Context: an optimization exercise on an open-source flow, tuned for small area and a short achievable clock period. The choices shown serve that exercise and are no tape-out recipe.
No functional check of the RTL was part of any run shown here.
Power figures rest on the tool's default switching activity, not on a simulated workload.

==> flow/design.v (outline; a module is shown in full before it is edited, if it fits) <==
// module fa: 4 lines
// module han: 4 lines
// module ginv: 1 lines
// module gnand2: 1 lines
// module gnor2: 1 lines
// module gand2: 1 lines
// module gor2: 1 lines
// module gxor2: 1 lines
// module gxnor2: 1 lines
// module gaoi21: 1 lines
// module goai21: 1 lines
// module circuit: 2412 lines
module circuit (
  output [47:0] p,
  input  [17:0] a, b, d,
  input  [47:0] c,
  input  clk, rstn);
  // ...
==> flow/flow/run.sh <==
#!/bin/bash
# Standard layout, with the port buffers made of buf_2 cells instead of the default delay buffer.
set -euo pipefail
export BUFFER_PORTS_ARGS="-buffer_cell sky130_fd_sc_hd__buf_2"
bash standard.sh > standard.log 2>&1
==> flow/standard.sh <==
#!/bin/bash
# synth_recipe.tcl (not shown) runs the flow's synth.tcl, then flattens the netlist and writes it again
# the make line also repeats each setting of config.mk as NAME=value (left out here)
make -C /OpenROAD-flow-scripts/flow DESIGN_CONFIG=/design/flow/config.mk WORK_HOME=/design/flow/orfs CLKGATE_MAP_FILE= SYNTH_SCRIPT=/design/flow/synth_recipe.tcl "${@:-finish}"
==> flow/config.mk <==
export PLATFORM = sky130hd
export DESIGN_NAME = circuit
export DESIGN_NICKNAME = circuit
export VERILOG_FILES = /design/flow/design.v
export SDC_FILE = /design/flow/constraint.sdc
export NUM_CORES = 4
export LEC_CHECK = 0
export CAP_MARGIN = 20
export CORE_MARGIN = 2
export CORE_UTILIZATION = 65
export CTS_CLUSTER_DIAMETER = 80
export CTS_CLUSTER_SIZE = 25
export SETUP_SLACK_MARGIN = 4.6
export SLEW_MARGIN = 20
export SYNTH_HIERARCHICAL = 1
==> flow/constraint.sdc <==
create_clock -name core_clock -period 7.0 [get_ports {clk}]
set_input_delay 1.4000 -clock core_clock [delete_from_list [all_inputs] [get_ports {clk}]]
set_output_delay 1.4000 -clock core_clock [all_outputs]
set_load 0.01 [all_outputs]
==> impl_metrics.tcl, run 1 <==
set metrics [dict create \
    cts_tree "yes" \
    htreeDepth 1 \
    worst-setup-path-type "reg -> out" \
    clkTransAtPathRegs_ps 90 \
    outcome "finished clean" \
    period_needed_ps 2380 \
    seq_power_share 0.368 \
    post-route-period-util 0.340 \
    synth_top_family_by_area "adder cells" \
    fp.coreArea_um2 29600 \
    p_seq_mw 3.77 \
    wl_met3_mm 3.71 \
    worst-path-max-fanout 1 \
    slew_viol_final 0 \
    dpl_cell_area_um2 20400 \
    final-clk-cell-share 0.0290 \
    syn_nets 2119 \
    tns_ps 0 \
    clockPowerShare 0.131 \
    synth_ff_type "dfxtp_1" \
    nClkBuffers 22 \
    cp.depth 1 \
    highest_layer "met4" \
    die_y_um 177 \
    final_common_cell "nand2_1" \
    drive_above_1_share 0.178 \
    worstSetupStartpoint "p_r[20]" \
    start_util 0.659 \
    cp.arrival_ps 980 \
    irDropWorstVdd_v 0.000270 \
    synth_compound_area_frac 0.0482 \
    yosysSeqAreaShare 0.416 \
]
==> run 2, diff against run 1 <==
--- a/flow/config.mk
+++ b/flow/config.mk
@@ -7,7 +7,7 @@
 export LEC_CHECK = 0
 export CAP_MARGIN = 20
 export CORE_MARGIN = 2
-export CORE_UTILIZATION = 65
+export CORE_UTILIZATION = 70
 export CTS_CLUSTER_DIAMETER = 80
 export CTS_CLUSTER_SIZE = 25
 export SETUP_SLACK_MARGIN = 4.6
==> impl_metrics.tcl, run 2 <==
set metrics [dict create \
    hpwlAfterDp_mm 31.4 \
    power.total_mw 10.3 \
    fp.coreArea_um2 27600 \
    hold_viol_final 0 \
    top_regs "p_r (48), cn_r (37), s_r (19)" \
    start_util 0.707 \
    die_x_um 171 \
    drc 0 \
    die_y_um 171 \
    synthTopCellsByArea "dfxtp_1 42%, fa_1 31%, nand2_1 8.0%, xor2_1 4.4%, a21oi_2 3.3%" \
    post-route-period-util 0.341 \
    netlist_area_um2 19500 \
    pre_cts_slack_ps 4200 \
    drtAntennaViolNets 0 \
    finalWirelength_mm 42.6 \
    root_buffer "clkbuf_16" \
    stdcell_count 2186 \
    setup_violations 0 \
    drive_above_1_share 0.177 \
    cts_tree "yes" \
    required_ps 5600 \
    use_met1 0.396 \
    worstHoldPathType "reg -> reg" \
    clock_path_buffers 3 \
    antenna_found_initial 0 \
    final_common_cell "nand2_1" \
    synth.distinct_cells 20 \
    postCtsHoldBufs 0 \
    multi_input_area_um2 10800 \
    synth-edff-count 0 \
    drtIter0Drc 821 \
    yosysMostFrequentCell "nand2_1" \
    drv_cap 0 \
    syn_nets 2119 \
    cp_cell_sequence "buf_6" \
    place_congestion 0.905 \
    drtPass1Iterations 5 \
    port_buffers 151 \
    io-pin-count 152 \
    top_register "p_r" \
    synth_async_sr_flop_share 0 \
    largest_reg_flops 48 \
    cts-buffers-inserted 20 \
    worst-setup-path-type "reg -> out" \
    rows 61 \
    layout.nets 2216 \
    utilization 0.770 \
    synth.top_cells.by_count "416 x nand2_1, 405 x dfxtp_1, 306 x fa_1" \
    syn_to_final_growth_pct 8.95 \
    outcome "finished clean" \
    yosysTopAreaCell "dfxtp_1" \
    via_count 11900 \
    synth_cells 1709 \
    synth_warnings 7 \
    dieArea_um2 29200 \
    grt_use_total 0.307 \
    numPlacedInstances 2158 \
    fillers 1812 \
    rsz0062_at_grt "yes" \
    relSlewSlack 0.318 \
    critPathLaunchType "flip-flop" \
    first_global_vias 12900 \
    clkTransAtPathRegs_ps 90 \
    powerDensity_nw_per_um2 484 \
    grt_max_degree 42 \
    max_freq_ghz 0.419 \
    ys_ff_latch 405 \
    irDropWorstVdd_v 0.000276 \
    worst_slack_ps 4610 \
    final_cell_mix "415 x nand2_1, 353 x dfxtp_1, 306 x fa_1" \
    cts_sinks 405 \
    use_met2 0.512 \
    synth_ff_type "dfxtp_1" \
    busiest_layer "met2" \
    slowest_delay_ps 340 \
    wl_per_cell_um 19.5 \
    via_per_inst 5.47 \
    cp.arrival_ps 990 \
    syn_avg_cell_area_um2 11.4 \
    tns_ps 0 \
    diodes 0 \
    grt_overflow 0 \
    finClkSkew_ps 26.0 \
    grt_pass1_wl_mm 67.4 \
    htreeDepth 1 \
    clk_latency_ps 550 \
    worst_slew_pin_slew_ps 1020 \
    synth.top_cell.area_share 0.416 \
    yosysSeqAreaShare 0.416 \
    regArea_um2 8260 \
    p_leak_nw 8.51 \
    cp_num_buf_inv 1 \
    crit_slowest_cell "dfxtp_2" \
    period_needed_ps 2390 \
    grtUsageMet3 0.0717 \
    worst-path-max-fanout 1 \
    rrSetupSlack_ps 4640 \
    end_kind "output pin" \
    critical_path.top_delay_family "flip-flops" \
    slew_viol_final 0 \
]
## run 2: power by group
group	switching [mW]	leakage [nW]	internal [mW]
clock network	0.712	0.272	0.536
logic	2.75	4.83	2.50
registers	0.645	3.41	3.13
total	4.11	8.51	6.17
## run 2: layer usage
metal	wire [um]	up-vias
met3	3770	117
met1	16700	5842
met2	20500	596
met4	1620	0
li1	-	5392
met5	0	-
## run 2: cell type report
type | count | share of cell area
inverters | 59 | 0.0104
well taps | 378 | 0.0223
clock inverters | 3 | 0.00195
repair buffers | 159 | 0.0442
flip-flops and latches | 405 | 0.389
multi-input cells | 1161 | 0.508
clock buffers | 21 | 0.0242
## run 2: cell families (layout without fill, tap and decap cells)
kind of cell / after synthesis / in the layout / share of synthesized area
buffers and inverters: 143 / 242 / 0.0338
adder cells (fa/ha/maj): 306 / 306 / 0.315
AND/OR/NAND/NOR: 588 / 588 / 0.127
AO/OA/AOI/OAI: 132 / 132 / 0.0482
XOR/XNOR: 135 / 135 / 0.0607
flip-flops: 405 / 405 / 0.416
## run 2: timing repair
item,4_1_cts,5_1_grt
endpoints found under the setup margin,102,85
resized for setup,77,33
setup buffers,0,4
## run 2: path summary, 6_finish.rpt
check | from | endpoint | cells after the start
setup / recovery | p_r[20] | p[20] | 1
hold / removal | ch_r1[9] | ch_r2[9] | 0
setup reg to reg | s_r[10] | t_r_21_5 | 4
hold reg to reg | ch_r1[9] | ch_r2[9] | 0
## run 2: Yosys stat by module, one instance, submodules excluded
module / copies in the design / cells / flops+latches
fa: 306 / 1 / 0
circuit: 1 / 941 / 405
gnor2: 60 / 1 / 0
ginv: 22 / 1 / 0
gaoi21: 74 / 1 / 0
gxnor2: 30 / 1 / 0
gand2: 36 / 1 / 0
gxor2: 94 / 1 / 0
goai21: 58 / 1 / 0
gor2: 17 / 1 / 0
gnand2: 71 / 1 / 0
## run 2: per-stage QoR
step | hold slack, ps | cell area, um2
after floorplan | 310 | 19500
after global placement | 310 | 20300
after detailed placement | 312 | 20300
after CTS | 333 | 21100
after global routing | 341 | 21200
final | 333 | 21200

==> re-timing with driven ports <==
How much do the figures lean on ideal ports? The routed layouts below were timed once more, with nothing changed but the port constraints.
Step 1 (the two cells are an assumption about what drives the block):
set clk [get_ports {clk}]
set_driving_cell -lib_cell sky130_fd_sc_hd__clkbuf_16 $clk
set_driving_cell -lib_cell sky130_fd_sc_hd__buf_2 [delete_from_list [all_inputs] $clk]
Step 2 moves the port delays by t, midway between the first and last clock arrival at a register: inputs arrive t later, outputs are due t later. That takes back most of the time a late clock gives input paths.
Three values: no drivers, after step 1, after step 2; two values: the first two.
| run | t, ns | slack for setup (ns) | latest minus earliest clock arrival (ns) | pins driven straight from the clock port |
|---|---|---|---|---|
| run 1 | 0.593 | 4.617 / 4.567 / 4.168 | 0.031 / 0.031 | 1 |
| run 2 | 0.584 | 4.612 / 4.561 / 4.236 | 0.026 / 0.026 | 1 |
After both steps every run listed still meets setup and hold. The setup slack of run 1, which loses most, moves by -0.050 ns with the drivers and by -0.449 ns with both steps.
